Context: an optimization exercise on an open-source flow, tuned for small area. The choices shown serve that exercise and are no tape-out recipe.
RTL that was checked went through simulation tests only; none was proved equivalent to the original.
Only the layout flow was run in run 1; the RTL was not checked for function there.
Power figures rest on the tool's default switching activity, not on a simulated workload.

==> flow/design.v <==
`timescale 1ns / 1ps
module mycpu_top(
    input clk,
    input resetn,
    input int_in, 
    output inst_sram_en,
    output [3:0] inst_sram_wen,
    output [31:0] inst_sram_addr,
    output [31:0] inst_sram_wdata,
    input  [31:0] inst_sram_rdata,
    output data_sram_en,
    output [3:0]data_sram_wen,
    output [31:0]data_sram_addr,
    output [31:0]data_sram_wdata,
    input  [31:0]data_sram_rdata,
    output [31:0]debug_wb_pc,
    output [3:0] debug_wb_rf_wen,
    output [4:0] debug_wb_rf_wnum,
    output [31:0]debug_wb_rf_wdata,
    output over
    );
wire rst = ~resetn;
assign inst_sram_en    = 1'b1;
assign inst_sram_wen   = 4'b0000;
assign inst_sram_wdata = 32'b0;
assign data_sram_en    = 1'b1;
reg  [31:0] pc;
reg  [1:0]  stall;           
reg         isj_m;           
reg  [31:0] rd1_e;           
wire        pc_stall = |stall;
wire [31:0] pc_plus4 = pc + 32'd4;
wire [31:0] pc_in = isj_m ? rd1_e : (pc_stall ? pc : pc_plus4);
assign inst_sram_addr = {3'b0, pc_in[28:0]};
always @(posedge clk)
    if (rst) pc <= 32'hbfc00000;
    else     pc <= pc_in;
reg [31:0] ir_d;
reg        v_d;
wire [5:0] op_f = inst_sram_rdata[31:26];
wire memop_f = (op_f == 6'b100011) | (op_f == 6'b101011);
wire br_f    = (op_f == 6'b000100) | (op_f == 6'b000101) | (op_f == 6'b000001) |
               (op_f == 6'b000010) | (op_f == 6'b000011) |
               ((op_f == 6'b000000) & (inst_sram_rdata[5:0] == 6'b001000));
always @(posedge clk or posedge rst)
    if (rst) begin
        ir_d <= 32'b0; v_d <= 1'b0; stall <= 2'd0;
    end else if (pc_stall) begin
        ir_d <= 32'b0; v_d <= 1'b0; stall <= stall - 2'd1;
    end else begin
        ir_d <= inst_sram_rdata; v_d <= 1'b1;
        stall <= memop_f ? 2'd2 : br_f ? 2'd3 : 2'd0;
    end
reg          rw_w;
reg  [4:0]   wr_w;
reg  [31:0]  result_w;
reg  [1023:0] rf;
reg  [31:0]  rf_v;           
genvar gi;
generate for (gi = 0; gi < 32; gi = gi + 1) begin : g_rf
    always @(negedge clk)
        if (rw_w && wr_w == gi) rf[gi*32 +: 32] <= result_w;
end endgenerate
always @(negedge clk or posedge rst)
    if (rst) rf_v <= 32'b0;
    else if (rw_w) rf_v[wr_w] <= 1'b1;
wire [4:0] a1 = ir_d[25:21];
wire [4:0] a2 = ir_d[20:16];
reg  ph_p, ph_n;
always @(posedge clk) ph_p <= ~ph_p;
always @(negedge clk) ph_n <= ph_p;
wire ph_hi = ph_p ^ ph_n;
wire [4:0]  ra  = ph_hi ? a2 : a1;
wire [31:0] sel = (32'b1 << ra) & rf_v;
reg  [31:0] rfr;
integer k;
always @* begin
    rfr = 32'b0;
    for (k = 0; k < 32; k = k + 1)
        rfr = rfr | ({32{sel[k]}} & rf[k*32 +: 32]);
end
reg  [31:0] rt_val;
always @(negedge clk)
    rt_val <= (rw_w && wr_w == a2) ? result_w : rfr;
wire        rw_e;
wire [4:0]  wr_e;
wire [31:0] alu_out_e;
reg         rw_m;
reg  [4:0]  wr_m;
wire [31:0] result_m;
wire [31:0] rd1 = (rw_e && wr_e == a1) ? alu_out_e :
                  (rw_m && wr_m == a1) ? result_m : rfr;
wire [31:0] rd2 = (rw_e && wr_e == a2) ? alu_out_e :
                  (rw_m && wr_m == a2) ? result_m : rt_val;
reg [31:0] ir_e;
reg        v_e;
reg [31:0] rd2_e;
wire       br_e;
wire [31:0] tgt_e;
always @(posedge clk or posedge rst)
    if (rst) begin
        ir_e <= 32'b0; v_e <= 1'b0; rd2_e <= 32'b0;
    end else begin
        ir_e <= ir_d; v_e <= v_d; rd2_e <= rd2;
    end
always @(posedge clk)
    rd1_e <= br_e ? tgt_e : rd1;
wire [5:0] op = ir_e[31:26];
wire [5:0] fn = ir_e[5:0];
wire rtype = (op == 6'b000000);
wire r_add  = rtype & ((fn == 6'b100000) | (fn == 6'b100001));
wire r_sub  = rtype & ((fn == 6'b100010) | (fn == 6'b100011));
wire r_and  = rtype & (fn == 6'b100100);
wire r_or   = rtype & (fn == 6'b100101);
wire r_xor  = rtype & (fn == 6'b100110);
wire r_slt  = rtype & (fn == 6'b101010);
wire r_sltu = rtype & (fn == 6'b101011);
wire r_srl  = rtype & (fn == 6'b000010);
wire r_jr   = rtype & (fn == 6'b001000);
wire r_sll  = rtype & (fn == 6'b000000) & (ir_e[25:6] != 20'b0);
wire i_addi = (op == 6'b001000) | (op == 6'b001001);
wire i_andi = (op == 6'b001100);
wire i_ori  = (op == 6'b001101);
wire i_xori = (op == 6'b001110);
wire i_lui  = (op == 6'b001111);
wire i_lw   = (op == 6'b100011);
wire i_sw   = (op == 6'b101011);
wire i_beq  = (op == 6'b000100);
wire i_bne  = (op == 6'b000101);
wire i_bgez = (op == 6'b000001);
wire i_j    = (op == 6'b000010);
wire i_jal  = (op == 6'b000011);
wire c_add = r_add | i_addi | i_lw | i_sw;
wire c_sub = r_sub | i_beq | i_bne | i_bgez;
wire c_and = r_and | i_andi;
wire c_or  = r_or  | i_ori;
wire c_xor = r_xor | i_xori;
wire reg_dst = i_addi | i_andi | i_ori | i_xori | i_lui | i_lw;
wire alu_src = reg_dst | i_sw;
wire unsign  = i_ori | i_xori;
assign br_e  = i_beq | i_bne | i_bgez | i_j | i_jal | r_jr;
wire   stl_e = br_e | i_lw | i_sw;    
assign rw_e = r_add | r_sub | r_and | r_or | r_xor | r_slt | r_sltu | r_srl | r_sll |
              reg_dst | i_jal;
assign wr_e = i_jal ? 5'd31 : reg_dst ? ir_e[20:16] : ir_e[15:11];
wire [31:0] imm  = {{16{~unsign & ir_e[15]}}, ir_e[15:0]};
wire [31:0] num1 = rd1_e;
wire [31:0] num2 = alu_src ? imm : rd2_e;
wire        sub_mode = c_sub | r_slt | r_sltu;
wire [32:0] sum = {1'b0, num1} + {1'b0, sub_mode ? ~num2 : num2} + {32'b0, sub_mode};
wire        ltu = ~sum[32];
wire        slt = (num1[31] ^ num2[31]) ? num1[31] : ltu;
wire [4:0]  sh  = ir_e[10:6];
assign over = (c_add | c_sub) & (num1[31] == num2[31]) & (num1[31] != sum[31]);
assign alu_out_e =
      ({32{c_add | c_sub}} & sum[31:0])
    | ({32{c_and}}  & (num1 & num2))
    | ({32{c_or}}   & (num1 | num2))
    | ({32{c_xor}}  & (num1 ^ num2))
    | ({32{i_lui}}  & {ir_e[15:0], 16'b0})
    | ({32{r_slt}}  & {31'b0, slt})
    | ({32{r_sltu}} & {31'b0, ltu})
    | ({32{r_srl}}  & (num2 >> sh))
    | ({32{r_sll}}  & (num2 << sh))
    | ({32{r_jr}}   & num1)
    | ({32{i_jal}}  & pc_plus4);
wire zero = (alu_out_e == 32'b0);
wire isj_e = (i_beq & zero) | (i_bne & ~zero) | i_bgez | i_j | i_jal | r_jr;
assign tgt_e = r_jr ? rd1_e :
               (i_j | i_jal) ? {pc[31:28], ir_e[25:0], 2'b00} :
               pc + {{14{ir_e[15]}}, ir_e[15:0], 2'b00};
reg [31:0] alu_out_m, wdata_m;
reg        m2r_m, mw_m, v_m, stl_m;
always @(posedge clk or posedge rst)
    if (rst) begin
        wdata_m <= 32'b0; mw_m <= 1'b0; rw_m <= 1'b0; isj_m <= 1'b0;
    end else begin
        wdata_m <= rd2_e; mw_m <= i_sw; rw_m <= rw_e; isj_m <= isj_e;
    end
always @(posedge clk) begin
    alu_out_m <= alu_out_e; m2r_m <= i_lw; wr_m <= wr_e;
    v_m <= v_e; stl_m <= stl_e;
end
assign data_sram_wen   = {4{mw_m}};
assign data_sram_wdata = wdata_m;
assign data_sram_addr  = {3'b0, mw_m ? alu_out_m[28:0] : alu_out_e[28:0]};
assign result_m = m2r_m ? data_sram_rdata : alu_out_m;
wire [1:0]  back_m = stl_m ? 2'd1 : stl_e ? 2'd2 : 2'd3;
wire [31:0] pc_m   = {pc[31:2] - {28'b0, back_m}, pc[1:0]};
reg [31:0] pc_w;
always @(posedge clk or posedge rst)
    if (rst) begin
        rw_w <= 1'b0; wr_w <= 5'b0; result_w <= 32'b0; pc_w <= 32'b0;
    end else begin
        rw_w <= rw_m; wr_w <= wr_m; result_w <= result_m; pc_w <= v_m ? pc_m : 32'b0;
    end
assign debug_wb_pc       = pc_w;
assign debug_wb_rf_wen   = {4{rw_w}};
assign debug_wb_rf_wnum  = wr_w;
assign debug_wb_rf_wdata = result_w;
endmodule
==> flow/run.sh <==
#!/bin/bash
# synth_recipe.tcl (not shown) runs the flow's synth.tcl, then flattens the netlist and writes it again
# the make line also repeats each setting of config.mk as NAME=value (left out here)
make -C /OpenROAD-flow-scripts/flow DESIGN_CONFIG=/design/flow/config.mk WORK_HOME=/design/flow/orfs CLKGATE_MAP_FILE= SYNTH_SCRIPT=/design/flow/synth_recipe.tcl finish
==> flow/config.mk <==
export PLATFORM = sky130hd
export DESIGN_NAME = mycpu_top
export DESIGN_NICKNAME = mycpu_top
export VERILOG_FILES = /design/flow/design.v
export SDC_FILE = /design/flow/constraint.sdc
export NUM_CORES = 4
export LEC_CHECK = 0
export CAP_MARGIN = 20
export CORE_MARGIN = 2
export CORE_UTILIZATION = 30
export SLEW_MARGIN = 20
==> flow/constraint.sdc <==
create_clock -name core_clock -period 11.0 [get_ports {clk}]
set_input_delay 2.2000 -clock core_clock [delete_from_list [all_inputs] [get_ports {clk}]]
set_output_delay 2.2000 -clock core_clock [all_outputs]
set_load 0.01 [all_outputs]
==> results of run 1 <==
-- layout make-up --
| class | count | area share [%] |
|---|---|---|
| Timing Repair Buffer | 438 | 5.22 |
| Clock inverter | 1159 | 6.15 |
| Multi-Input combinational cell | 3087 | 28.4 |
| Clock buffer | 165 | 4.87 |
| Sequential cell | 1399 | 50.3 |
| Inverter | 114 | 0.541 |
| Tap cell | 2821 | 4.46 |
| Antenna cell | 11 | 0.0348 |
-- power by group through the flow --
| stage | sequential [mW] | combinational, mW | clock (mW) |
|---|---|---|---|
| global route | 7.45 | 4.13 | 7.07 |
| detailed placement | 7.45 | 3.82 | 0.569 |
| finish | 7.42 | 3.94 | 6.49 |
| floorplan | 6.99 | 2.11 | 0.569 |
| global placement | 7.43 | 3.80 | 0.569 |
| CTS | 7.39 | 3.85 | 6.57 |
-- per-stage QoR --
step | cells | cell area [µm²] | setup slack [ns]
3_5_place_dp | 7858 | 70300 | 0.789
2_1_floorplan | 5038 | 64300 | 1.94
3_3_place_gp | 7852 | 70100 | 0.844
6_report | 9194 | 79100 | 0.688
4_1_cts | 9181 | 79000 | 0.809
5_1_grt | 9186 | 79100 | 0.579
-- worst max-delay path, delay by kind of cell (launching register included) --
family	cells	cell delay, ns
XOR/XNOR	1	0.50
AND/OR/NAND/NOR	6	1.88
multiplexers	2	0.64
AO/OA/AOI/OAI	3	1.17
flip-flops	1	0.35
-- state kept, by name (all words and copies together), names as in the netlist, 32 cells and up --
signal     count
rf          1024
alu_out_m     32
pc            32
ir_e          32
result_w      32
rd1_e         32
pc_w          32
rt_val        32
wdata_m       32
rf_v          32
rd2_e         32
ir_d          32
-- layout by cell type (no fill, tap or decap), types with 109 or more instances in the layout --
cell type	Yosys	routed
clkbuf_16	0	150
dfrtp_1	205	181
a22oi_1	343	343
ha_1	138	138
a22o_1	109	109
nand2_1	261	261
edfxtp_1	1056	1056
o21ai_0	196	194
mux2_2	170	170
buf_4	82	185
a221oi_1	128	128
inv_1	112	1198
a21oi_1	173	172
nor2_1	240	208
clkdlybuf4s50_1	0	232
-- cell families after synthesis --
family                     count (synthesis)  synth area share, %
DFF                                     1399                 62.0
adders and majority gates                141                 2.78
other                                      2               0.0117
muxes                                    303                 5.57
buffers and inverters                    552                 3.77
and+or+nand+nor                         1116                 8.85
xor gates and xnor gates                 174                 2.39
AOI/OAI and AO/OA                       1309                 14.6
-- path summary, 6_finish.rpt --
check | cells after the start | slack, ns | end | startpoint
max in group asynchronous | 1 | 3.70 | rf_v[29] | resetn
min reg2reg | 0 | 0.35 | ir_e[6] | ir_d[6]
min | 0 | 0.35 | ir_e[6] | ir_d[6]
max | 12 | 0.69 | rd1_e[0] | ph_n
min in group asynchronous | 1 | 1.38 | rw_m | resetn
max reg2reg | 12 | 0.69 | rd1_e[0] | ph_n
-- layer usage --
layer  vias to the layer above  global-route usage, %  share of wire (%)
met2                      3627                   40.1                 46
li1                      21700                      -                  -
met3                       748                   7.34                 11
met5                         -                      0             0.0095
met4                         4                   14.7                6.1
met1                     26100                   30.3                 37
==> flow_metrics.tcl, run 1 <==
set metrics [dict create \
    outcome "complete, no violations" \
    floorplan.initialDensity_pct 30.2 \
    synth_warnings 1 \
    cellLeakagePower_nw 32.7 \
    die_y_um 466 \
    ys_seq_area_share_pct 62.0 \
    crit_path_end_kind "flop" \
    p_sw_share_pct 37.2 \
    slowest_stage "or4_1" \
    place_congestion 1.01 \
    tightest_slew_ns 1.28 \
    crit_fanout 20 \
    setup_viol 0 \
    synth_ff_type "edfxtp_1" \
    synthTopCellsByArea "edfxtp_1 (49%), dfrtp_1 (8.0%), a22oi_1 (4.0%), dfxtp_1 (3.3%), mux2_2 (3.0%)" \
    drt_iter0_markers 7408 \
    nNetsFinal 6451 \
    remaining_drc_errors 0 \
    fin_util_pct 37.2 \
    cpMostUsedCell "mux2i_1" \
    slew_viol_final 0 \
    ant_nets 0 \
    vias 52200 \
    cp.required_ns 11.51 \
    synthArstFlopShare_pct 16.9 \
    synth.top_cells.by_count "edfxtp_1 (1,056), a22oi_1 (343), clkbuf_1 (307)" \
    slew-limit-headroom_pct 13.6 \
    setup_tns_ns 0 \
    total_power_mw 17.9 \
    dieArea_mm2 0.218 \
    antenna_found_initial 14 \
    portBuffers 233 \
    ys_seq_elements 1399 \
    grt_max_degree 71 \
    ctsRootBufferMaster "clkbuf_16" \
    synth_top_area_share_pct 49.4 \
    routed_wl_um 283000 \
    finClkSkew_ns 0.0966 \
    multi_input_area_mm2 0.0224 \
    cts_setup_buffers 0 \
    avgViaCountPerCell 5.68 \
    hold_ws_ns 0.347 \
    p_seq_share_pct 41.6 \
    p_per_area_mw_per_mm2 226 \
    synth.most_common_cell "edfxtp_1" \
    cp.arrival_ns 10.83 \
    ys_types 100 \
    die_x_um 466 \
    yosysTopAreaCell "edfxtp_1" \
    dp_hpwl_um 188000 \
    fill_cells 20600 \
    synthesis.area_mm2 0.0642 \
    path_cells "xor2_2 > mux2i_1 > and2_1 > and3_2 > a22o_1 > a221oi_1 > nand3_1 > or4_1 > mux2i_1 > nor2_1 > a211oi_1 > nor3_1" \
    max_stage_delay_ns 0.72 \
    ir_drop_mv 0.158 \
    syn_avg_cell_area_um2 12.8 \
    grt-ovfl-total 0 \
    hp-class "reg -> reg" \
    hold_violations 0 \
    coreArea_mm2 0.212 \
    grt_usage_pct 25.2 \
    cts_tree "yes" \
    grt_pass1_wl_um 386000 \
    rsz0062_at_grt "false" \
    power.switching_mw 6.63 \
    synth_edf_count 1056 \
    cts_max_level 4 \
    p_comb_share_pct 22.1 \
    area_growth_pct 23.2 \
    cellInternalPower_mw 11.2 \
    cp-start-kind "flop" \
    drive_gt1_share_pct 12.2 \
    cts_resized 0 \
    clk_pin_slew_ns 0.06 \
    path_class "reg -> reg" \
    max_cap_violations 0 \
    numCtsBuffers 146 \
    drt_first_pass_iters 8 \
    cts_num_sinks 1399 \
    wl_per_cell_um 30.8 \
    hold_buffers 0 \
    synthCells 4996 \
    io_pins 279 \
    regArea_mm2 0.0398 \
    rows 169 \
    clock_latency_ns 0.82 \
    grt_pass1_vias 51400 \
    pwr-share-clk_pct 36.3 \
    clockBufferDepth 3 \
]
==> run 2: changes to the inputs <==
--- a/flow/design.v
+++ b/flow/design.v
@@ -20,6 +20,50 @@
     output over
     );
 wire rst = ~resetn;
+function [29:0] inc30(input [29:0] a);
+    integer i, j;
+    reg [5:0] bc;
+    reg c;
+    begin
+        bc[0] = 1'b1;
+        for (j = 1; j < 6; j = j + 1)
+            bc[j] = bc[j-1] & (&a[5*(j-1) +: 5]);
+        for (i = 0; i < 30; i = i + 1) begin
+            c = bc[i/5];
+            for (j = 5 * (i / 5); j < i; j = j + 1)
+                c = c & a[j];
+            inc30[i] = a[i] ^ c;
+        end
+    end
+endfunction
+function [29:0] addsx(input [29:0] a, input [15:0] b);
+    integer i;
+    reg c, s;
+    begin
+        c = 1'b0;
+        for (i = 0; i < 16; i = i + 1) begin
+            addsx[i] = a[i] ^ b[i] ^ c;
+            c = (a[i] & b[i]) | (a[i] & c) | (b[i] & c);
+        end
+        s = b[15];
+        c = c ^ s;
+        for (i = 16; i < 30; i = i + 1) begin
+            addsx[i] = a[i] ^ c;
+            c = (a[i] ^ s) & c;
+        end
+    end
+endfunction
+function [29:0] add30(input [29:0] a, input [29:0] b);
+    integer i;
+    reg c;
+    begin
+        c = 1'b0;
+        for (i = 0; i < 30; i = i + 1) begin
+            add30[i] = a[i] ^ b[i] ^ c;
+            c = (a[i] & b[i]) | (a[i] & c) | (b[i] & c);
+        end
+    end
+endfunction
 assign inst_sram_en    = 1'b1;
 assign inst_sram_wen   = 4'b0000;
 assign inst_sram_wdata = 32'b0;
@@ -29,7 +73,7 @@
 reg         isj_m;           
 reg  [31:0] rd1_e;           
 wire        pc_stall = |stall;
-wire [31:0] pc_plus4 = pc + 32'd4;
+wire [31:0] pc_plus4 = {inc30(pc[31:2]), pc[1:0]};
 wire [31:0] pc_in = isj_m ? rd1_e : (pc_stall ? pc : pc_plus4);
 assign inst_sram_addr = {3'b0, pc_in[28:0]};
 always @(posedge clk)
@@ -56,38 +100,40 @@
 reg  [31:0]  result_w;
 reg  [1023:0] rf;
 reg  [31:0]  rf_v;           
+wire [31:0] we = rw_w ? (32'b1 << wr_w) : 32'b0;    
 genvar gi;
 generate for (gi = 0; gi < 32; gi = gi + 1) begin : g_rf
-    always @(negedge clk)
-        if (rw_w && wr_w == gi) rf[gi*32 +: 32] <= result_w;
+    always @(posedge clk)
+        if (we[gi]) rf[gi*32 +: 32] <= result_w;
 end endgenerate
-always @(negedge clk or posedge rst)
+always @(posedge clk or posedge rst)
     if (rst) rf_v <= 32'b0;
-    else if (rw_w) rf_v[wr_w] <= 1'b1;
+    else rf_v <= rf_v | we;
 wire [4:0] a1 = ir_d[25:21];
 wire [4:0] a2 = ir_d[20:16];
-reg  ph_p, ph_n;
-always @(posedge clk) ph_p <= ~ph_p;
-always @(negedge clk) ph_n <= ph_p;
-wire ph_hi = ph_p ^ ph_n;
-wire [4:0]  ra  = ph_hi ? a2 : a1;
-wire [31:0] sel = (32'b1 << ra) & rf_v;
-reg  [31:0] rfr;
-integer k;
-always @* begin
-    rfr = 32'b0;
-    for (k = 0; k < 32; k = k + 1)
-        rfr = rfr | ({32{sel[k]}} & rf[k*32 +: 32]);
-end
-reg  [31:0] rt_val;
-always @(negedge clk)
-    rt_val <= (rw_w && wr_w == a2) ? result_w : rfr;
 wire        rw_e;
 wire [4:0]  wr_e;
 wire [31:0] alu_out_e;
 reg         rw_m;
 reg  [4:0]  wr_m;
 wire [31:0] result_m;
+reg  ph_p, ph_n;
+always @(posedge clk) ph_p <= ~ph_p;
+always @(negedge clk) ph_n <= ph_p;
+wire ph_hi = ph_p ^ ph_n;
+wire [4:0]  ra  = ph_hi ? a2 : a1;
+wire fw  = rw_w & (wr_w == ra);                         
+wire [31:0] sel = (32'b1 << ra) & rf_v & ~we;
+reg  [31:0] rfr;
+integer k;
+always @* begin
+    rfr = {32{fw}} & result_w;
+    for (k = 0; k < 32; k = k + 1)
+        rfr = rfr | ({32{sel[k]}} & rf[k*32 +: 32]);
+end
+reg  [31:0] rt_val;
+always @(negedge clk)
+    rt_val <= rfr;
 wire [31:0] rd1 = (rw_e && wr_e == a1) ? alu_out_e :
                   (rw_m && wr_m == a1) ? result_m : rfr;
 wire [31:0] rd2 = (rw_e && wr_e == a2) ? alu_out_e :
@@ -147,10 +193,16 @@
 wire [31:0] num1 = rd1_e;
 wire [31:0] num2 = alu_src ? imm : rd2_e;
 wire        sub_mode = c_sub | r_slt | r_sltu;
-wire [32:0] sum = {1'b0, num1} + {1'b0, sub_mode ? ~num2 : num2} + {32'b0, sub_mode};
+wire [32:0] sum;
+bk_add32 alu_add(.a(num1), .b(sub_mode ? ~num2 : num2), .cin(sub_mode), .s(sum));
 wire        ltu = ~sum[32];
 wire        slt = (num1[31] ^ num2[31]) ? num1[31] : ltu;
 wire [4:0]  sh  = ir_e[10:6];
+function [31:0] rev(input [31:0] x);
+    integer i;
+    for (i = 0; i < 32; i = i + 1) rev[i] = x[31-i];
+endfunction
+wire [31:0] shr = (r_sll ? rev(num2) : num2) >> sh;
 assign over = (c_add | c_sub) & (num1[31] == num2[31]) & (num1[31] != sum[31]);
 assign alu_out_e =
       ({32{c_add | c_sub}} & sum[31:0])
@@ -160,15 +212,15 @@
     | ({32{i_lui}}  & {ir_e[15:0], 16'b0})
     | ({32{r_slt}}  & {31'b0, slt})
     | ({32{r_sltu}} & {31'b0, ltu})
-    | ({32{r_srl}}  & (num2 >> sh))
-    | ({32{r_sll}}  & (num2 << sh))
+    | ({32{r_srl}}  & shr)
+    | ({32{r_sll}}  & rev(shr))
     | ({32{r_jr}}   & num1)
     | ({32{i_jal}}  & pc_plus4);
 wire zero = (alu_out_e == 32'b0);
 wire isj_e = (i_beq & zero) | (i_bne & ~zero) | i_bgez | i_j | i_jal | r_jr;
 assign tgt_e = r_jr ? rd1_e :
                (i_j | i_jal) ? {pc[31:28], ir_e[25:0], 2'b00} :
-               pc + {{14{ir_e[15]}}, ir_e[15:0], 2'b00};
+               {addsx(pc[31:2], ir_e[15:0]), pc[1:0]};
 reg [31:0] alu_out_m, wdata_m;
 reg        m2r_m, mw_m, v_m, stl_m;
 always @(posedge clk or posedge rst)
@@ -186,7 +238,7 @@
 assign data_sram_addr  = {3'b0, mw_m ? alu_out_m[28:0] : alu_out_e[28:0]};
 assign result_m = m2r_m ? data_sram_rdata : alu_out_m;
 wire [1:0]  back_m = stl_m ? 2'd1 : stl_e ? 2'd2 : 2'd3;
-wire [31:0] pc_m   = {pc[31:2] - {28'b0, back_m}, pc[1:0]};
+wire [31:0] pc_m   = {add30(pc[31:2], {28'h fffffff, ~back_m + 2'd1}), pc[1:0]};
 reg [31:0] pc_w;
 always @(posedge clk or posedge rst)
     if (rst) begin
@@ -199,3 +251,29 @@
 assign debug_wb_rf_wnum  = wr_w;
 assign debug_wb_rf_wdata = result_w;
 endmodule
+module bk_add32(
+    input  [31:0] a,
+    input  [31:0] b,
+    input         cin,
+    output [32:0] s
+);
+    reg [31:0] g, pp, p;
+    integer l, i;
+    always @* begin
+        p  = a ^ b;
+        g  = a & b;
+        pp = p;
+        g[0] = g[0] | (p[0] & cin);
+        for (l = 1; l < 32; l = l * 2)
+            for (i = 2 * l - 1; i < 32; i = i + 2 * l) begin
+                g[i]  = g[i] | (pp[i] & g[i - l]);
+                pp[i] = pp[i] & pp[i - l];
+            end
+        for (l = 8; l >= 1; l = l / 2)
+            for (i = 3 * l - 1; i < 32; i = i + 2 * l) begin
+                g[i]  = g[i] | (pp[i] & g[i - l]);
+                pp[i] = pp[i] & pp[i - l];
+            end
+    end
+    assign s = {g[31], p ^ {g[30:0], cin}};
+endmodule
==> run 2 against run 1 <==
Still clean on timing, DRC and antenna. Critical path depth grew 16. Global-route usage is 2.2 points lower. Count of clock-buffer cells in the layout is 15 higher. Area after synthesis is 5.2% lower. Routed wire length decreased by 14%. Utilization decreased by 1.3 points. Total power down 14%. Cell count is 19% lower. Clock power fell by 24%. Design area shrank 8.3%. Highest routed layer unchanged.
==> flow_metrics.tcl, run 2 <==
set metrics [dict create \
    outcome "complete, no violations" \
    numCtsBuffers 143 \
    tightest_slew_ns 1.25 \
    timing.final.crit_share_pct 97.8 \
    cp-start-kind "flop" \
    ys_seq_area_share_pct 65.4 \
    regMostFlops "rf" \
    hp-class "reg -> reg" \
    cts_tree "yes" \
    hold-path-cell-count 0 \
    grt-ovfl-total 0 \
    synth_ff_type "edfxtp_1" \
    slew-limit-headroom_pct 16.8 \
    cp.depth 28 \
    postPlaceCellArea_mm2 0.0677 \
    syn_avg_cell_area_um2 14.1 \
    grt_max_degree 134 \
    final_area_mm2 0.0725 \
    routed_wl_um 243000 \
    area_growth_pct 19.2 \
    synthCells 4303 \
    synthArstFlopShare_pct 16.9 \
    io_pins 279 \
    antenna_found_initial 15 \
    layout_common_cells "edfxtp_1 (1,056), a22oi_1 (395), clkdlybuf4s50_1 (232)" \
    rsz0062_at_grt "false" \
    largest_reg_flops 1024 \
    cpLargestDelayFamily "compound AO/OA/AOI/OAI gates" \
    crit_fanout 9 \
    hold_violations 0 \
    synth_warnings 2 \
    synthTopCellsByArea "edfxtp_1 (52%), dfrtp_1 (9.8%), a22oi_1 (4.9%), dfxtp_1 (3.5%), ha_1 (3.0%)" \
    cellLeakagePower_nw 26.3 \
    portBuffers 233 \
    cts_num_sinks 1399 \
    die_x_um 454 \
    r2r_cells 14 \
    ctsRootBufferMaster "clkbuf_16" \
    floorplan.initialDensity_pct 30.1 \
    cp.arrival_ns 8.56 \
    clock_latency_ns 0.80 \
    cts_max_level 4 \
    ys_types 93 \
    setup_viol 0 \
    wl_per_cell_um 32.6 \
    setup_tns_ns 0 \
    place_congestion 0.995 \
    crit_path_end_kind "primary output" \
    cp.required_ns 8.80 \
    max_stage_delay_ns 0.60 \
    nNetsFinal 4906 \
    vias 42100 \
    grt_pass1_wl_um 330000 \
    ant_nets 0 \
    layout_commonest_cell "edfxtp_1" \
    synthesis.area_mm2 0.0608 \
    dieArea_mm2 0.206 \
    fmax_mhz 92.9 \
    p_per_area_mw_per_mm2 212 \
    finClkSkew_ns 0.0544 \
    max_cap_violations 0 \
    dp_hpwl_um 153000 \
    slew_viol_final 0 \
    grt_usage_pct 22.9 \
    synth_top_area_share_pct 52.2 \
    synth_edf_count 1056 \
    period_minus_slack_ns 10.76 \
    rows 165 \
    ir_drop_mv 0.177 \
    fill_cells 19400 \
    clk_pin_slew_ns 0.06 \
    drive_gt1_share_pct 15.6 \
    ys_seq_elements 1399 \
    hold_buffers 0 \
    synth.top_cells.by_count "edfxtp_1 (1,056), a22oi_1 (395), dfrtp_1 (237)" \
    synth.most_common_cell "edfxtp_1" \
    path_class "reg -> out" \
    avgViaCountPerCell 5.65 \
    drt_first_pass_iters 5 \
    slowest_stage "nor4_4" \
    yosysTopAreaCell "edfxtp_1" \
    coreArea_mm2 0.202 \
    grt_pass1_vias 40200 \
    drt_iter0_markers 6144 \
    remaining_drc_errors 0 \
    clockBufferDepth 3 \
    worstPathBufferInverterCount 5 \
    die_y_um 454 \
]
run 2: routing by layer:
layer  global-route usage, %  share of wire [%]  wire [µm]  vias up
met5                       0              0.021         51        -
met3                    4.72                 10      25300      467
met1                    29.6                 38      91900    21600
met4                    9.53                4.5      10900        8
met2                    37.4                 47     115000     2679
li1                        -                  -          -    17300
run 2: area by class of cell:
cell class | instances | area, µm² | area share, %
repair buffers | 475 | 4450 | 6.14
diodes | 3 | 7.51 | 0.0104
clock inverters | 113 | 956 | 1.32
well taps | 2672 | 3340 | 4.61
inverters | 142 | 533 | 0.735
multi-input cells | 2467 | 19600 | 27.0
flip-flops and latches | 1399 | 39800 | 54.9
clock buffers | 180 | 3820 | 5.27
run 2: cells by family after synthesis:
family | Yosys count | synth area share [%]
AOI/OAI and AO/OA | 1053 | 12.8
xor gates and xnor gates | 110 | 1.58
adders and majority gates | 178 | 4.05
buffers and inverters | 479 | 3.56
DFF | 1399 | 65.4
muxes | 278 | 5.53
other | 2 | 0.0124
and+or+nand+nor | 804 | 7.08
run 2: power by group:
part / switching (mW) / internal (mW)
Sequential: 0.482 / 6.40
Clock: 2.19 / 2.73
Combinational: 2.21 / 1.33
Total: 4.88 / 10.5
run 2: repair_timing:
| action | in CTS | in global routing |
|---|---|---|
| resized for setup | 0 | 3 |
| setup endpoints to repair | 0 | 6 |
| endpoints found under the hold margin | 0 | 0 |
| setup buffers | 0 | 0 |
run 2: worst register-to-register path: stages, from the launching register on:
cell       delay, ns
dfxtp_1         0.34
xor2_2          0.18
buf_4           0.28
mux2i_1         0.33
nor2_1          0.19
and4_2          0.50
a22o_1          0.34
a221oi_1        0.28
nand3_1         0.16
a2111oi_0       0.71
nand2_1         0.47
o21ai_0         0.29
nand2_1         0.07
o21ai_0         0.37
a21oi_1         0.16
run 2: stage by stage:
stage / cells / power, mW / hold slack (ns) / worst slack [ns] / util [%]
after global routing: 7448 / 15.8 / 0.354 / 0.0498 / 35.9
after global placement: 7155 / 10.4 / 0.328 / 0.866 / 33.5
after detailed placement: 7156 / 10.5 / 0.329 / 0.823 / 33.5
after CTS: 7448 / 15.3 / 0.341 / 0.134 / 35.9
final: 7451 / 15.3 / 0.338 / 0.238 / 35.9
after floorplan: 4345 / 8.55 / 0.324 / 1.45 / -
run 2: final timing paths:
kind,to,start,slack [ns]
worst max-delay path,data_sram_addr[27],ir_e[28],0.24
worst min-delay path,v_m,v_e,0.34
worst max register to register,rd1_e[19],ph_n,0.60
worst min register to register,v_m,v_e,0.34
max in group asynchronous,rf_v[5],resetn,7.86
min in group asynchronous,pc_w[15],resetn,1.50
==> run 3: changes to the inputs <==
--- a/flow/design.v
+++ b/flow/design.v
@@ -139,6 +139,15 @@
 wire [31:0] rd2 = (rw_e && wr_e == a2) ? alu_out_e :
                   (rw_m && wr_m == a2) ? result_m : rt_val;
 reg [31:0] ir_e;
+reg        alu_src, sub_mode;    
+wire [5:0] op_d = ir_d[31:26];
+wire [5:0] fn_d = ir_d[5:0];
+wire alu_src_d = (op_d == 6'b001000) | (op_d == 6'b001001) | (op_d == 6'b001100) |
+                 (op_d == 6'b001101) | (op_d == 6'b001110) | (op_d == 6'b001111) |
+                 (op_d == 6'b100011) | (op_d == 6'b101011);
+wire sub_d = (op_d == 6'b000100) | (op_d == 6'b000101) | (op_d == 6'b000001) |
+             ((op_d == 6'b000000) & ((fn_d == 6'b100010) | (fn_d == 6'b100011) |
+                                     (fn_d == 6'b101010) | (fn_d == 6'b101011)));
 reg        v_e;
 reg [31:0] rd2_e;
 wire       br_e;
@@ -146,8 +155,10 @@
 always @(posedge clk or posedge rst)
     if (rst) begin
         ir_e <= 32'b0; v_e <= 1'b0; rd2_e <= 32'b0;
+        alu_src <= 1'b0; sub_mode <= 1'b0;
     end else begin
         ir_e <= ir_d; v_e <= v_d; rd2_e <= rd2;
+        alu_src <= alu_src_d; sub_mode <= sub_d;
     end
 always @(posedge clk)
     rd1_e <= br_e ? tgt_e : rd1;
@@ -182,7 +193,6 @@
 wire c_or  = r_or  | i_ori;
 wire c_xor = r_xor | i_xori;
 wire reg_dst = i_addi | i_andi | i_ori | i_xori | i_lui | i_lw;
-wire alu_src = reg_dst | i_sw;
 wire unsign  = i_ori | i_xori;
 assign br_e  = i_beq | i_bne | i_bgez | i_j | i_jal | r_jr;
 wire   stl_e = br_e | i_lw | i_sw;    
@@ -192,7 +202,6 @@
 wire [31:0] imm  = {{16{~unsign & ir_e[15]}}, ir_e[15:0]};
 wire [31:0] num1 = rd1_e;
 wire [31:0] num2 = alu_src ? imm : rd2_e;
-wire        sub_mode = c_sub | r_slt | r_sltu;
 wire [32:0] sum;
 bk_add32 alu_add(.a(num1), .b(sub_mode ? ~num2 : num2), .cin(sub_mode), .s(sum));
 wire        ltu = ~sum[32];
==> run 3 against run 2 <==
Still clean on timing, DRC and antenna. Sequential power about the same. Synthesized cell count up 3.5%. Global-route usage up 1.0 points. Sequential share of layout area down 0.82 points. Area after synthesis up 2.2%. Cell count up 1.8%. Combinational power about the same. Critical path depth down 15. Register-to-register slack better by 0.45 ns. Largest cell class unchanged. Largest power group unchanged.
==> flow_metrics.tcl, run 3 <==
set metrics [dict create \
    outcome "complete, no violations" \
    cts_resized 0 \
    syn_avg_cell_area_um2 13.9 \
    rows 167 \
    remaining_drc_errors 0 \
    synth.top_cells.by_count "edfxtp_1 (1,056), a221oi_1 (278), a22o_1 (271)" \
    fin_ws_ns 1.05 \
    portBuffers 233 \
    dp.cells 7279 \
    numCtsBuffers 148 \
    grt_max_degree 86 \
    cellLeakagePower_nw 26.7 \
    grt_pass1_wl_um 353000 \
    regArea_mm2 0.0398 \
    r2r_cells 13 \
    die_x_um 459 \
    slew-limit-headroom_pct 10.6 \
    avgViaCountPerCell 5.86 \
    synth_ff_type "edfxtp_1" \
    clk_pin_slew_ns 0.06 \
    dieArea_mm2 0.211 \
    total_power_mw 15.5 \
    wl_per_cell_um 34.3 \
    crit_path_end_kind "flop" \
    slowest_stage "nor4_2" \
    final_area_mm2 0.0737 \
    hp-class "reg -> reg" \
    cp-start-kind "flop" \
    max_cap_violations 0 \
    cts_max_level 4 \
    r2r-start "ph_n" \
    drive_gt1_share_pct 15.2 \
    synthArstFlopShare_pct 17.1 \
    reg2reg_to "rd1_e[3]" \
    cts_setup_buffers 0 \
    synthCells 4455 \
    synth_edf_count 1056 \
    floorplan.initialDensity_pct 30.1 \
    dp_hpwl_um 163000 \
    postPlaceCellArea_mm2 0.0687 \
    cp.arrival_ns 10.60 \
    ant_nets 0 \
    largest_reg_flops 1024 \
    path_cells "xor2_1 > buf_4 > mux2_2 > nor4_2 > buf_12 > a22o_1 > a221oi_1 > nand4_1 > a211o_1 > mux2i_1 > a21oi_1 > mux2i_1 > o21ai_0" \
    vias 44400 \
    startpoint "ph_n" \
    regMostFlops "rf" \
    ys_seq_elements 1401 \
    synth_top_area_share_pct 51.0 \
    rsz0062_at_grt "false" \
    fill_cells 19800 \
    ys_seq_area_share_pct 64.1 \
    area_growth_pct 18.6 \
    nNetsFinal 5003 \
    yosysTopAreaCell "edfxtp_1" \
    grt_usage_pct 24.0 \
    fin_util_pct 35.7 \
    multi_input_area_mm2 0.0207 \
    synthTopCellsByArea "edfxtp_1 (51%), dfrtp_1 (9.6%), a221oi_1 (3.9%), a22o_1 (3.8%), dfxtp_1 (3.4%)" \
    setup_viol 0 \
    drt_first_pass_iters 6 \
    tightest_slew_ns 1.33 \
    antenna_found_initial 9 \
    clock_latency_ns 0.81 \
    setup_tns_ns 0 \
    cpMostUsedCell "mux2i_1" \
    finClkSkew_ns 0.0533 \
    io_pins 279 \
    cts_num_sinks 1401 \
    clockBufferDepth 3 \
    die_y_um 459 \
    coreArea_mm2 0.206 \
    ir_drop_mv 0.201 \
    max_stage_delay_ns 0.92 \
    cts_tree "yes" \
    slew_viol_final 0 \
    synthesis.area_mm2 0.0621 \
    path_class "reg -> reg" \
    drt_iter0_markers 5763 \
    cpLargestDelayFamily "compound AO/OA/AOI/OAI gates" \
    finalNonFillerCells 7583 \
    place_congestion 1.02 \
    grt_pass1_vias 42700 \
    synth_warnings 2 \
    crit_fanout 25 \
    rrSetupSlack_ns 1.05 \
    cp.depth 13 \
    hold_ws_ns 0.343 \
    hold_buffers 0 \
    holdCritStartpoint "v_e" \
    hold_violations 0 \
    p_per_area_mw_per_mm2 211 \
    layout_commonest_cell "edfxtp_1" \
    critical_path.endpoint "rd1_e[3]" \
    routed_wl_um 260000 \
    grt-ovfl-total 0 \
    layout_common_cells "edfxtp_1 (1,056), a221oi_1 (278), a22o_1 (271)" \
    cp.required_ns 11.65 \
    dp_slack_ns 1.18 \
    ctsRootBufferMaster "clkbuf_16" \
    worstPathBufferInverterCount 2 \
    synth.most_common_cell "edfxtp_1" \
    ys_types 95 \
]
==> run 3: changes by cell type in the layout (fill, tap and decap cells not counted), sizes merged, moves of 24 or more <==
cell / previous run / this run
a2111oi: 36 / 12
a21oi: 87 / 119
a221oi: 100 / 278
a22o: 83 / 271
a22oi: 395 / 18
and3: 40 / 16
buf: 243 / 213
mux2: 94 / 146
nand3: 58 / 34
nor2: 139 / 165
nor4: 15 / 59
==> run 3: cells by family (layout without fill, tap and decap cells) <==
| group | after synthesis | after routing | synth area share [%] |
|---|---|---|---|
| multiplexers | 307 | 307 | 5.58 |
| buffers and inverters | 492 | 868 | 3.70 |
| XOR/XNOR | 108 | 108 | 1.52 |
| AND/OR/NAND/NOR | 817 | 817 | 6.85 |
| AO/OA/AOI/OAI | 1150 | 1150 | 14.3 |
| other | 2 | 50 | 0.0121 |
| adder cells (fa/ha/maj) | 178 | 178 | 3.96 |
| flip-flops | 1401 | 1401 | 64.1 |
==> run 3: area by class of cell <==
class / count / area share, %
Antenna cell: 6 / 0.0204
Clock buffer: 194 / 5.46
Clock inverter: 104 / 1.34
Inverter: 125 / 0.637
Multi-Input combinational cell: 2604 / 28.1
Sequential cell: 1401 / 54.0
Tap cell: 2704 / 4.59
Timing Repair Buffer: 445 / 5.77
==> run 3: how the worst min path moves through the flow <==
stage	end	slack [ns]	cells after the start
global placement	v_m	0.33	0
detailed placement	v_m	0.33	0
floorplan	v_m	0.32	0
finish	v_m	0.34	0
CTS	v_m	0.34	0
global route	v_m	0.35	0
==> run 3: report_power, final <==
| part | switching (mW) | total, mW | internal [mW] | leakage (nW) |
|---|---|---|---|---|
| Combinational | 2.27 | 3.57 | 1.30 | 10.4 |
| Sequential | 0.534 | 6.89 | 6.35 | 13.8 |
| Clock | 2.22 | 5.08 | 2.86 | 2.54 |
| Total | 5.02 | 15.5 | 10.5 | 26.7 |
==> run 3: worst register-to-register path, delay by kind of cell (launching register included) <==
family,cells,cell delay (ns)
AOI/OAI and AO/OA,5,1.39
buffers and inverters,2,0.60
xor gates and xnor gates,1,0.13
muxes,3,0.83
and+or+nand+nor,2,1.05
DFF,1,0.32
==> run 3: per-layer routing <==
metal  part of all wire [%]  GRT usage [%]
met5                  0.015              0
met4                    5.7           12.1
met3                     10           5.61
met2                     47           39.4
met1                     37           29.5
==> run 4: changes to the inputs <==
--- a/flow/design.v
+++ b/flow/design.v
@@ -99,16 +99,13 @@
 reg  [4:0]   wr_w;
 reg  [31:0]  result_w;
 reg  [1023:0] rf;
-reg  [31:0]  rf_v;           
 wire [31:0] we = rw_w ? (32'b1 << wr_w) : 32'b0;    
+wire [31:0] wd = rst ? 32'b0 : result_w;
 genvar gi;
 generate for (gi = 0; gi < 32; gi = gi + 1) begin : g_rf
     always @(posedge clk)
-        if (we[gi]) rf[gi*32 +: 32] <= result_w;
+        if (we[gi] | rst) rf[gi*32 +: 32] <= wd;
 end endgenerate
-always @(posedge clk or posedge rst)
-    if (rst) rf_v <= 32'b0;
-    else rf_v <= rf_v | we;
 wire [4:0] a1 = ir_d[25:21];
 wire [4:0] a2 = ir_d[20:16];
 wire        rw_e;
@@ -123,7 +120,7 @@
 wire ph_hi = ph_p ^ ph_n;
 wire [4:0]  ra  = ph_hi ? a2 : a1;
 wire fw  = rw_w & (wr_w == ra);                         
-wire [31:0] sel = (32'b1 << ra) & rf_v & ~we;
+wire [31:0] sel = (32'b1 << ra) & ~we;
 reg  [31:0] rfr;
 integer k;
 always @* begin
@@ -213,17 +210,20 @@
 endfunction
 wire [31:0] shr = (r_sll ? rev(num2) : num2) >> sh;
 assign over = (c_add | c_sub) & (num1[31] == num2[31]) & (num1[31] != sum[31]);
+wire [3:0] lu_tt = {c_and | c_or | r_jr, c_or | c_xor | r_jr, c_or | c_xor, 1'b0};
+reg  [31:0] lu;
+integer b;
+always @*
+    for (b = 0; b < 32; b = b + 1)
+        lu[b] = lu_tt[{num1[b], num2[b]}];
 assign alu_out_e =
       ({32{c_add | c_sub}} & sum[31:0])
-    | ({32{c_and}}  & (num1 & num2))
-    | ({32{c_or}}   & (num1 | num2))
-    | ({32{c_xor}}  & (num1 ^ num2))
+    | lu
     | ({32{i_lui}}  & {ir_e[15:0], 16'b0})
     | ({32{r_slt}}  & {31'b0, slt})
     | ({32{r_sltu}} & {31'b0, ltu})
     | ({32{r_srl}}  & shr)
     | ({32{r_sll}}  & rev(shr))
-    | ({32{r_jr}}   & num1)
     | ({32{i_jal}}  & pc_plus4);
 wire zero = (alu_out_e == 32'b0);
 wire isj_e = (i_beq & zero) | (i_bne & ~zero) | i_bgez | i_j | i_jal | r_jr;
--- a/flow/config.mk
+++ b/flow/config.mk
@@ -8,4 +8,6 @@
 export CAP_MARGIN = 20
 export CORE_MARGIN = 2
 export CORE_UTILIZATION = 30
+export CTS_CLUSTER_DIAMETER = 60
+export CTS_CLUSTER_SIZE = 30
 export SLEW_MARGIN = 20
==> run 4 against run 3 <==
First-iteration DRC count increased by 0.23%. Utilization decreased by 0.64 points. Non-clock buffer count decreased by 44. Design area decreased by 5.0%. Total power increased by 1.9%. Clock skew increased by 0.044 ns. Cell count decreased by 4.5%. Via count decreased by 4.4%. Setup slack got worse by 0.12 ns. Synthesized cell count decreased by 3.6%. Area after synthesis decreased by 3.0%. Critical path type unchanged.
==> flow_metrics.tcl, run 4 <==
set metrics [dict create \
    clock_latency_ns 0.79 \
    crit_fanout 32 \
    ir_drop_mv 0.148 \
    setup_tns_ns 0 \
    fill_cells 19200 \
    place_congestion 0.984 \
    outcome "complete, no violations" \
    synth_top_area_share_pct 52.6 \
    synthCells 4293 \
    cp-start-kind "flop" \
    setup_viol 0 \
    floorplan.initialDensity_pct 30.2 \
    synth_warnings 2 \
    r2r_cells 14 \
    ys_seq_area_share_pct 64.8 \
    grt_max_degree 100 \
    cts_setup_buffers 0 \
    p_per_area_mw_per_mm2 226 \
    ant_nets 0 \
    io_pins 279 \
    synth_ff_type "edfxtp_1" \
    r2r-start "ph_n" \
    die_x_um 452 \
    layout_common_cells "edfxtp_1 (1,056), a221oi_1 (234), clkdlybuf4s50_1 (232)" \
    rsz0062_at_grt "false" \
    cellLeakagePower_nw 25.5 \
    hold_violations 0 \
    antenna_found_initial 6 \
    nNetsFinal 4685 \
    tightest_slew_ns 1.14 \
    hp-class "reg -> reg" \
    dieArea_mm2 0.204 \
    drt_iter0_markers 5776 \
    rrSetupSlack_ns 0.94 \
    grt_pass1_wl_um 337000 \
    ys_types 93 \
    cts_max_level 3 \
    avgViaCountPerCell 5.87 \
    cts_tree "yes" \
    dp_hpwl_um 151000 \
    remaining_drc_errors 0 \
    cp.arrival_ns 10.51 \
    grt-ovfl-total 0 \
    grt_usage_pct 23.5 \
    coreArea_mm2 0.200 \
    multi_input_area_mm2 0.0200 \
    clk_pin_slew_ns 0.09 \
    grt_pass1_vias 40700 \
    hold_buffers 0 \
    synth.top_cells.by_count "edfxtp_1 (1,056), a221oi_1 (234), a22o_1 (217)" \
    slew_viol_final 0 \
    startpoint "ph_n" \
    largest_reg_flops 1024 \
    rows 164 \
    hold_ws_ns 0.328 \
    clockBufferDepth 3 \
    cp.required_ns 11.45 \
    yosysTopAreaCell "edfxtp_1" \
    hold-path-cell-count 0 \
    synthTopCellsByArea "edfxtp_1 (53%), dfrtp_1 (8.6%), dfxtp_1 (3.5%), a221oi_1 (3.4%), a22o_1 (3.2%)" \
    ctsRootBufferMaster "clkbuf_16" \
    layout_commonest_cell "edfxtp_1" \
    area_growth_pct 16.2 \
    cts_num_sinks 1369 \
    crit_path_end_kind "flop" \
    syn_avg_cell_area_um2 14.0 \
    regMostFlops "rf" \
    finClkSkew_ns 0.0973 \
    max_cap_violations 0 \
    wl_per_cell_um 34.3 \
    synthesis.area_mm2 0.0602 \
    drt_first_pass_iters 6 \
    fin_ws_ns 0.937 \
    synth_edf_count 1056 \
    numCtsBuffers 89 \
    regArea_mm2 0.0390 \
    critical_path.endpoint "rd1_e[25]" \
    slew-limit-headroom_pct 22.1 \
    synthArstFlopShare_pct 15.1 \
    ys_seq_elements 1369 \
    path_class "reg -> reg" \
    reg2reg_to "rd1_e[25]" \
    synth.most_common_cell "edfxtp_1" \
    drive_gt1_share_pct 13.5 \
    portBuffers 233 \
    die_y_um 452 \
    routed_wl_um 248000 \
    dp_slack_ns 1.06 \
    vias 42500 \
    cts_resized 0 \
]
[run 4: kinds of logic (layout without fill, tap and decap cells)]
| kind of cell | Yosys count | count (layout) | synth area share [%] |
|---|---|---|---|
| adder cells (fa/ha/maj) | 114 | 114 | 2.75 |
| buffers and inverters | 430 | 676 | 3.29 |
| other | 2 | 47 | 0.0125 |
| AO/OA/AOI/OAI | 1119 | 1119 | 14.1 |
| multiplexers | 342 | 342 | 6.38 |
| flip-flops | 1369 | 1369 | 64.8 |
| XOR/XNOR | 109 | 109 | 1.58 |
| AND/OR/NAND/NOR | 808 | 808 | 7.11 |
[run 4: metal layers]
metal  vias up  routed length [µm]  GRT usage (%)
met5         -                   8              0
met4         2               15700           12.8
met3       567               24000           4.27
met2      2735              117000           38.6
met1     21900               91900           29.3
li1      17300                   -              -
[run 4: critical path, cell delays in order (launching register included)]
cell      delay (ns)
dfxtp_1         0.30
xnor2_1         0.14
buf_4           0.20
mux2_2          0.36
nand2_1         0.45
nor3_2          0.10
buf_4           0.42
a22o_1          0.35
a221oi_1        0.20
nand4_1         0.12
a211o_1         0.44
mux2i_1         0.20
nor2_1          0.05
a21oi_1         0.73
o21ai_0         0.16
[run 4: cell type report]
| class | count | share of cell area, % |
|---|---|---|
| sequential | 1369 | 55.8 |
| inverter | 74 | 0.397 |
| tap | 2656 | 4.75 |
| timing repair buffer | 401 | 5.55 |
| antenna | 3 | 0.0107 |
| multi-input combinational | 2536 | 28.5 |
| clock inverter | 109 | 1.78 |
| clock buffer | 92 | 3.21 |
[run 4: power breakdown]
group	switching (mW)	internal, mW	total, mW
Clock	2.12	1.79	3.90
Sequential	0.731	6.63	7.36
Combinational	2.89	1.68	4.57
[run 4: worst min path at each step]
stage | to | start | slack, ns
floorplan | v_m | v_e | 0.32
global placement | v_m | v_e | 0.32
detailed placement | v_m | v_e | 0.34
CTS | ir_e[7] | ir_d[7] | 0.33
global route | ir_e[7] | ir_d[7] | 0.34
finish | ir_e[7] | ir_d[7] | 0.33
[run 4: stage by stage]
stage          total power [mW]  util (%)  instances  area [µm²]
2_1_floorplan              9.45         -       4335       60400
3_3_place_gp               11.9      33.3       7037       66500
3_5_place_dp               11.9      33.3       7037       66500
4_1_cts                    15.8      35.1       7237       70000
5_1_grt                    16.3      35.1       7237       70000
6_report                   15.8      35.1       7240       70000
==> run 5: changes to the inputs <==
==> flow/flow/run.sh (new file) <==
#!/bin/bash
# Standard ORFS layout (the standard.sh, unchanged synthesis), with two
# knobs the flow settings do not reach:
#  - port buffers use the smallest buffer cell instead of clkdlybuf4s50_1;
#  - clock tree sink clusters of up to 30 flops within 60 um, no dummy loads.
set -euo pipefail
export BUFFER_PORTS_ARGS="-buffer_cell sky130_fd_sc_hd__buf_1"
export CTS_ARGS="-sink_clustering_enable -repair_clock_nets -sink_clustering_size 30 -sink_clustering_max_diameter 60 -dont_use_dummy_load"
bash standard.sh > standard_flow.log 2>&1
==> flow/standard.sh (new file) <==
#!/bin/bash
# synth_recipe.tcl (not shown) runs the flow's synth.tcl, then flattens the netlist and writes it again
# the make line also repeats each setting of config.mk as NAME=value (left out here)
make -C /OpenROAD-flow-scripts/flow DESIGN_CONFIG=/design/flow/config.mk WORK_HOME=/design/flow/orfs CLKGATE_MAP_FILE= SYNTH_SCRIPT=/design/flow/synth_recipe.tcl "${@:-finish}"
--- a/flow/config.mk
+++ b/flow/config.mk
@@ -8,6 +8,4 @@
 export CAP_MARGIN = 20
 export CORE_MARGIN = 2
 export CORE_UTILIZATION = 30
-export CTS_CLUSTER_DIAMETER = 60
-export CTS_CLUSTER_SIZE = 30
 export SLEW_MARGIN = 20
removed: flow/run.sh
==> run 5 against run 4 <==
Clock skew is 0.069 ns higher. Clock power decreased by 18%. Cell count down 0.81%. Sequential power about the same. Setup slack got worse by 0.011 ns. Routed wire length barely moved. Non-clock buffer count rose by 14. Worst hold slack better by 0.019 ns. Sequential cell count is the same. Global-route usage barely moved. Critical path type unchanged.
==> flow_metrics.tcl, run 5 <==
set metrics [dict create \
    outcome "complete, no violations" \
    drt_iter0_markers 6465 \
    drive_gt1_share_pct 12.4 \
    dp_hpwl_um 152000 \
    setup_tns_ns 0 \
    max_cap_violations 0 \
    cts_setup_buffers 0 \
    avgViaCountPerCell 5.89 \
    cp-start-kind "flop" \
    worstPathBufferInverterCount 3 \
    finalNonFillerCells 7181 \
    clk_pin_slew_ns 0.07 \
    layout_commonest_cell "edfxtp_1" \
    crit_path_end_kind "flop" \
    r2r_cells 15 \
    top_layer_used "met5" \
    reg2reg_to "rd1_e[0]" \
    rows 164 \
    clock_latency_ns 0.81 \
    grt_usage_pct 23.5 \
    clockBufferDepth 3 \
    synthCells 4293 \
    hold_violations 0 \
    synth_top_area_share_pct 52.6 \
    wl_met1_um 90500 \
    p_per_area_mw_per_mm2 219 \
    grt-ovfl-total 0 \
    synth.most_common_cell "edfxtp_1" \
    holdCritStartpoint "ir_d[9]" \
    dp.cells 7050 \
    area_growth_pct 12.0 \
    largest_reg_flops 1024 \
    synth.top_cells.by_count "edfxtp_1 (1,056), a221oi_1 (234), a22o_1 (217)" \
    place_congestion 0.972 \
    syn_avg_cell_area_um2 14.0 \
    slew-limit-headroom_pct 13.1 \
    grt_pass1_vias 39900 \
    hold-path-cell-count 0 \
    slowest_stage "a21oi_1" \
    fill_cells 19300 \
    hold_buffers 0 \
    setup_viol 0 \
    floorplan.initialDensity_pct 30.2 \
    cts_max_level 3 \
    synth_ff_type "edfxtp_1" \
    drt_first_pass_iters 7 \
    cts_num_sinks 1369 \
    ys_seq_area_share_pct 64.8 \
    die_y_um 452 \
    synthArstFlopShare_pct 15.1 \
    cts_tree "yes" \
    ant_nets 0 \
    synthTopCellsByArea "edfxtp_1 (53%), dfrtp_1 (8.6%), dfxtp_1 (3.5%), a221oi_1 (3.4%), a22o_1 (3.2%)" \
    hp-class "reg -> reg" \
    remaining_drc_errors 0 \
    total_power_mw 14.8 \
    wl_met3_um 24900 \
    cpMostUsedCell "buf_4" \
    numCtsBuffers 92 \
    slew_viol_final 0 \
    die_x_um 452 \
    antenna_found_initial 10 \
    whs_endpoint "ir_e[9]" \
    rrSetupSlack_ns 0.93 \
    ir_drop_mv 0.0990 \
    nNetsFinal 4702 \
    rsz0062_at_grt "false" \
    max_stage_delay_ns 0.52 \
    routed-wl-met2_um 117000 \
    portBuffers 233 \
    path_cells "xnor2_1 > buf_4 > mux2_2 > nand2_1 > nor3_2 > buf_4 > buf_4 > a22o_1 > a221oi_1 > nand4_1 > a2111o_1 > mux2i_1 > nor2_1 > a21oi_1 > o21ai_0" \
    cp.required_ns 11.37 \
    ys_seq_elements 1369 \
    synth_warnings 2 \
    grt_max_degree 80 \
    ctsRootBufferMaster "clkbuf_16" \
    cp.arrival_ns 10.44 \
    io_pins 279 \
    synth_edf_count 1056 \
    tightest_slew_ns 1.28 \
    coreArea_mm2 0.200 \
    cts_resized 0 \
    dieArea_mm2 0.204 \
    synthesis.area_mm2 0.0602 \
    wl_per_cell_um 34.6 \
    crit_fanout 23 \
    cellLeakagePower_nw 24.4 \
    routed_wl_um 249000 \
    path_class "reg -> reg" \
    regMostFlops "rf" \
    ys_types 93 \
    yosysTopAreaCell "edfxtp_1" \
    grt_pass1_wl_um 335000 \
    cpLargestDelayFamily "compound AO/OA/AOI/OAI gates" \
    vias 42300 \
    layout_common_cells "edfxtp_1 (1,056), a221oi_1 (234), buf_1 (232)" \
    r2r-start "ph_n" \
    finClkSkew_ns 0.166 \
]
-- run 5: cell counts after synthesis --
No cell type changed its count.
-- run 5: power by group --
group	total [mW]	internal, mW	switching [mW]
sequential	7.33	6.64	0.695
combinational	4.29	1.39	2.90
clock	3.18	1.49	1.69
-- run 5: cell type report --
class                      count  area (µm²)  area share (%)
tap                         2656        3320            4.93
clock inverter                33         124           0.184
timing repair buffer         415        2420            3.59
antenna                        6        15.0          0.0223
clock buffer                  92        2300            3.41
multi-input combinational   2536       20000            29.6
inverter                      74         278           0.412
sequential                  1369       39000            57.8
-- run 5: metrics by stage --
step	worst slack [ns]	utilization, %	area (µm²)	hold WS (ns)
finish	0.927	33.8	67500	0.346
global route	0.638	33.8	67500	0.350
CTS	1.03	33.8	67400	0.345
detailed placement	1.07	32.6	65000	0.329
global placement	1.07	32.6	65000	0.325
floorplan	1.96	-	60400	0.324
-- run 5: metal layers --
layer / vias to the layer above / global-route usage (%)
li1: 17300 / -
met1: 21700 / 29.0
met2: 2778 / 38.3
met3: 578 / 4.70
met5: - / 0.490
met4: 8 / 13.1
-- run 5: worst max-delay path by stage --
stage	endpoint	depth (start not counted)	slack, ns	startpoint
after global routing	rd1_e[14]	15	0.64	ph_n
after floorplan	rd1_e[23]	13	1.96	ph_n
after global placement	rd1_e[26]	14	1.07	ph_n
after detailed placement	rd1_e[26]	14	1.07	ph_n
after CTS	rd1_e[26]	14	1.03	ph_n
final	rd1_e[0]	15	0.93	ph_n
-- run 5: cell families (layout without fill, tap and decap cells) --
| group | Yosys count | in the layout | synth area share, % |
|---|---|---|---|
| other | 2 | 50 | 0.0125 |
| buffers and inverters | 430 | 614 | 3.29 |
| adder cells (fa/ha/maj) | 114 | 114 | 2.75 |
| flip-flops | 1369 | 1369 | 64.8 |
| XOR/XNOR | 109 | 109 | 1.58 |
| AND/OR/NAND/NOR | 808 | 808 | 7.11 |
| multiplexers | 342 | 342 | 6.38 |
| AO/OA/AOI/OAI | 1119 | 1119 | 14.1 |
==> run 6: changes to the inputs <==
--- a/flow/design.v
+++ b/flow/design.v
@@ -88,13 +88,15 @@
                ((op_f == 6'b000000) & (inst_sram_rdata[5:0] == 6'b001000));
 always @(posedge clk or posedge rst)
     if (rst) begin
-        ir_d <= 32'b0; v_d <= 1'b0; stall <= 2'd0;
+        v_d <= 1'b0; stall <= 2'd0;
     end else if (pc_stall) begin
-        ir_d <= 32'b0; v_d <= 1'b0; stall <= stall - 2'd1;
-    end else begin
-        ir_d <= inst_sram_rdata; v_d <= 1'b1;
+        v_d <= 1'b0; stall <= stall - 2'd1;
+    end else begin
+        v_d <= 1'b1;
         stall <= memop_f ? 2'd2 : br_f ? 2'd3 : 2'd0;
     end
+always @(posedge clk)
+    ir_d <= inst_sram_rdata;
 reg          rw_w;
 reg  [4:0]   wr_w;
 reg  [31:0]  result_w;
@@ -107,7 +109,7 @@
         if (we[gi] | rst) rf[gi*32 +: 32] <= wd;
 end endgenerate
 wire [4:0] a1 = ir_d[25:21];
-wire [4:0] a2 = ir_d[20:16];
+wire [4:0] a2 = v_d ? ir_d[20:16] : 5'd0;       
 wire        rw_e;
 wire [4:0]  wr_e;
 wire [31:0] alu_out_e;
@@ -151,17 +153,18 @@
 wire [31:0] tgt_e;
 always @(posedge clk or posedge rst)
     if (rst) begin
-        ir_e <= 32'b0; v_e <= 1'b0; rd2_e <= 32'b0;
-        alu_src <= 1'b0; sub_mode <= 1'b0;
-    end else begin
-        ir_e <= ir_d; v_e <= v_d; rd2_e <= rd2;
-        alu_src <= alu_src_d; sub_mode <= sub_d;
-    end
+        v_e <= 1'b0; rd2_e <= 32'b0;
+    end else begin
+        v_e <= v_d; rd2_e <= rd2;
+    end
+always @(posedge clk) begin
+    ir_e <= ir_d; alu_src <= alu_src_d; sub_mode <= sub_d;
+end
 always @(posedge clk)
     rd1_e <= br_e ? tgt_e : rd1;
 wire [5:0] op = ir_e[31:26];
 wire [5:0] fn = ir_e[5:0];
-wire rtype = (op == 6'b000000);
+wire rtype = v_e & (op == 6'b000000);
 wire r_add  = rtype & ((fn == 6'b100000) | (fn == 6'b100001));
 wire r_sub  = rtype & ((fn == 6'b100010) | (fn == 6'b100011));
 wire r_and  = rtype & (fn == 6'b100100);
@@ -172,18 +175,18 @@
 wire r_srl  = rtype & (fn == 6'b000010);
 wire r_jr   = rtype & (fn == 6'b001000);
 wire r_sll  = rtype & (fn == 6'b000000) & (ir_e[25:6] != 20'b0);
-wire i_addi = (op == 6'b001000) | (op == 6'b001001);
-wire i_andi = (op == 6'b001100);
-wire i_ori  = (op == 6'b001101);
-wire i_xori = (op == 6'b001110);
-wire i_lui  = (op == 6'b001111);
-wire i_lw   = (op == 6'b100011);
-wire i_sw   = (op == 6'b101011);
-wire i_beq  = (op == 6'b000100);
-wire i_bne  = (op == 6'b000101);
-wire i_bgez = (op == 6'b000001);
-wire i_j    = (op == 6'b000010);
-wire i_jal  = (op == 6'b000011);
+wire i_addi = v_e & ((op == 6'b001000) | (op == 6'b001001));
+wire i_andi = v_e & ((op == 6'b001100));
+wire i_ori  = v_e & ((op == 6'b001101));
+wire i_xori = v_e & ((op == 6'b001110));
+wire i_lui  = v_e & ((op == 6'b001111));
+wire i_lw   = v_e & ((op == 6'b100011));
+wire i_sw   = v_e & ((op == 6'b101011));
+wire i_beq  = v_e & ((op == 6'b000100));
+wire i_bne  = v_e & ((op == 6'b000101));
+wire i_bgez = v_e & ((op == 6'b000001));
+wire i_j    = v_e & ((op == 6'b000010));
+wire i_jal  = v_e & ((op == 6'b000011));
 wire c_add = r_add | i_addi | i_lw | i_sw;
 wire c_sub = r_sub | i_beq | i_bne | i_bgez;
 wire c_and = r_and | i_andi;
@@ -195,7 +198,7 @@
 wire   stl_e = br_e | i_lw | i_sw;    
 assign rw_e = r_add | r_sub | r_and | r_or | r_xor | r_slt | r_sltu | r_srl | r_sll |
               reg_dst | i_jal;
-assign wr_e = i_jal ? 5'd31 : reg_dst ? ir_e[20:16] : ir_e[15:11];
+assign wr_e = i_jal ? 5'd31 : reg_dst ? ir_e[20:16] : v_e ? ir_e[15:11] : 5'd0;
 wire [31:0] imm  = {{16{~unsign & ir_e[15]}}, ir_e[15:0]};
 wire [31:0] num1 = rd1_e;
 wire [31:0] num2 = alu_src ? imm : rd2_e;
==> run 6 against run 5 <==
The layout now fails its checks (antenna rules). Clock skew increased by 0.0054 ns. Setup slack improved by 0.11 ns. Via count decreased by 3.2%. Utilization increased by 0.19 points. Clock power about the same. Total power decreased by 17%. First-iteration DRC count decreased by 11%. Count of clock-buffer cells in the layout decreased by 2. Die area decreased by 2.3%. Area after synthesis decreased by 2.3%.
==> flow_metrics.tcl, run 6 <==
set metrics [dict create \
    crit_fanout 10 \
    tightest_slew_ns 1.26 \
    numCtsBuffers 90 \
    ys_types 95 \
    reg2reg_to "rd1_e[16]" \
    cts_setup_buffers 0 \
    regMostFlops "rf" \
    clk_pin_slew_ns 0.05 \
    holdCritStartpoint "ir_d[10]" \
    drt_first_pass_iters 5 \
    wl_per_cell_um 33.9 \
    path_class "reg -> reg" \
    layout_commonest_cell "edfxtp_1" \
    finClkSkew_ns 0.172 \
    r2r-start "ph_n" \
    grt-ovfl-total 0 \
    cp-start-kind "flop" \
    cts_resized 0 \
    ys_seq_area_share_pct 65.7 \
    area_growth_pct 12.5 \
    layout_common_cells "edfxtp_1 (1,056), a22oi_1 (241), buf_1 (232)" \
    hold_buffers 0 \
    synth_warnings 2 \
    r2r_cells 14 \
    rsz0062_at_grt "false" \
    grt_usage_pct 23.5 \
    cts_max_level 3 \
    grt_pass1_vias 39300 \
    whs_endpoint "ir_e[10]" \
    drt_iter0_markers 5763 \
    max_cap_violations 0 \
    max_stage_delay_ns 0.71 \
    synth.most_common_cell "edfxtp_1" \
    portBuffers 233 \
    slew_viol_final 0 \
    io_pins 279 \
    synthTopCellsByArea "edfxtp_1 (54%), dfrtp_1 (6.0%), dfxtp_1 (5.8%), a22oi_1 (3.1%), mux2_2 (2.9%)" \
    nNetsFinal 4667 \
    hold_violations 0 \
    hp-class "reg -> reg" \
    grt_pass1_wl_um 327000 \
    dieArea_mm2 0.200 \
    dp_hpwl_um 151000 \
    outcome "failed layout checks" \
    routed_wl_um 241000 \
    yosysTopAreaCell "edfxtp_1" \
    syn_avg_cell_area_um2 13.9 \
    slowest_stage "a211oi_1" \
    ant_nets 1 \
    place_congestion 0.977 \
    cpMostUsedCell "buf_4" \
    clockBufferDepth 3 \
    path_cells "xor2_1 > buf_4 > mux2_2 > nand3_1 > nor3b_2 > buf_4 > a22o_1 > a221oi_1 > nand4_1 > a211o_1 > mux2i_1 > nor2_1 > a211oi_1 > a21oi_1" \
    ctsRootBufferMaster "clkbuf_16" \
    so_faults "antenna rules" \
    synth_edf_count 1056 \
    setup_viol 0 \
    synth_ff_type "edfxtp_1" \
    cp.required_ns 11.38 \
    crit_path_end_kind "flop" \
    ir_drop_mv 0.163 \
    avgViaCountPerCell 5.76 \
    synth_simple_gate_area_share_pct 7.25 \
    synthesis.area_mm2 0.0589 \
    synth_top_area_share_pct 53.9 \
    p_per_area_mw_per_mm2 184 \
    largest_reg_flops 1024 \
    synth_mux_area_share_pct 5.69 \
    synthCells 4245 \
    synth.top_cells.by_count "edfxtp_1 (1,056), a22oi_1 (241), clkbuf_1 (214)" \
    rows 162 \
]
[run 6: changes by cell type after synthesis, sizes merged, moves of 29 or more]
cell,change
a22oi,+140
dfrtp,-66
dfxtp,+66
nand2,+37
a22o,-72
and2,-29
nor3,+40
a221oi,-79
[run 6: kinds of logic (layout without fill, tap and decap cells)]
kind of cell | after synthesis | in the layout
flops | 1369 | 1369
other cells | 2 | 51
simple gates | 843 | 843
mux | 297 | 297
xor+xnor | 104 | 104
buf+inv | 419 | 616
fa+ha+maj | 114 | 114
compound gates | 1097 | 1097
[run 6: layer usage]
| metal | vias up | share of wire, % | track usage (%) |
|---|---|---|---|
| met5 | - | 0 | 0 |
| met4 | 0 | 6.5 | 13.6 |
| met3 | 525 | 9.6 | 4.42 |
| met2 | 2505 | 48 | 38.9 |
| met1 | 21000 | 36 | 28.6 |
| li1 | 16900 | - | - |
[run 6: layout make-up]
| type | count | area, µm² |
|---|---|---|
| inverters | 82 | 308 |
| flip-flops and latches | 1369 | 38700 |
| repair buffers | 411 | 2610 |
| diodes | 7 | 17.5 |
| multi-input cells | 2499 | 19000 |
| fillers | 19100 | 129000 |
| clock buffers | 90 | 2250 |
| well taps | 2624 | 3280 |
| clock inverters | 33 | 124 |
[run 6: worst max-delay path by stage]
stage | start | endpoint | slack (ns) | cells past startpoint
after floorplan | ph_n | rd1_e[21] | 2.09 | 14
after global placement | ph_n | rd1_e[11] | 1.19 | 15
after detailed placement | ph_n | rd1_e[26] | 1.23 | 15
after CTS | ph_n | rd1_e[26] | 1.20 | 15
after global routing | ph_n | rd1_e[26] | 0.83 | 15
final | ph_n | rd1_e[16] | 1.03 | 14
[run 6: metrics by stage]
stage	setup WS (ns)	util, %	instances	hold WS, ns	cell area, µm²
2_1_floorplan	2.09	-	4287	0.310	59000
3_3_place_gp	1.19	32.7	6985	0.315	63800
3_5_place_dp	1.23	32.7	6985	0.314	63800
4_1_cts	1.20	34.0	7107	0.327	66200
5_1_grt	0.835	34.0	7108	0.332	66200
6_report	1.03	34.0	7115	0.326	66300
[run 6: report_power, final]
group	leakage (nW)	internal (mW)	switching, mW
clock network	1.28	1.46	1.71
logic	8.44	0.753	1.60
registers	14.1	6.26	0.433
total	23.9	8.47	3.74
[run 6: worst max-delay path, delay by kind of cell, from the launching register on]
family	cells	cell delay, ns
XOR/XNOR	1	0.15
AND/OR/NAND/NOR	4	0.75
flip-flops	1	0.33
buffers and inverters	2	0.48
multiplexers	2	0.60
AO/OA/AOI/OAI	5	1.83
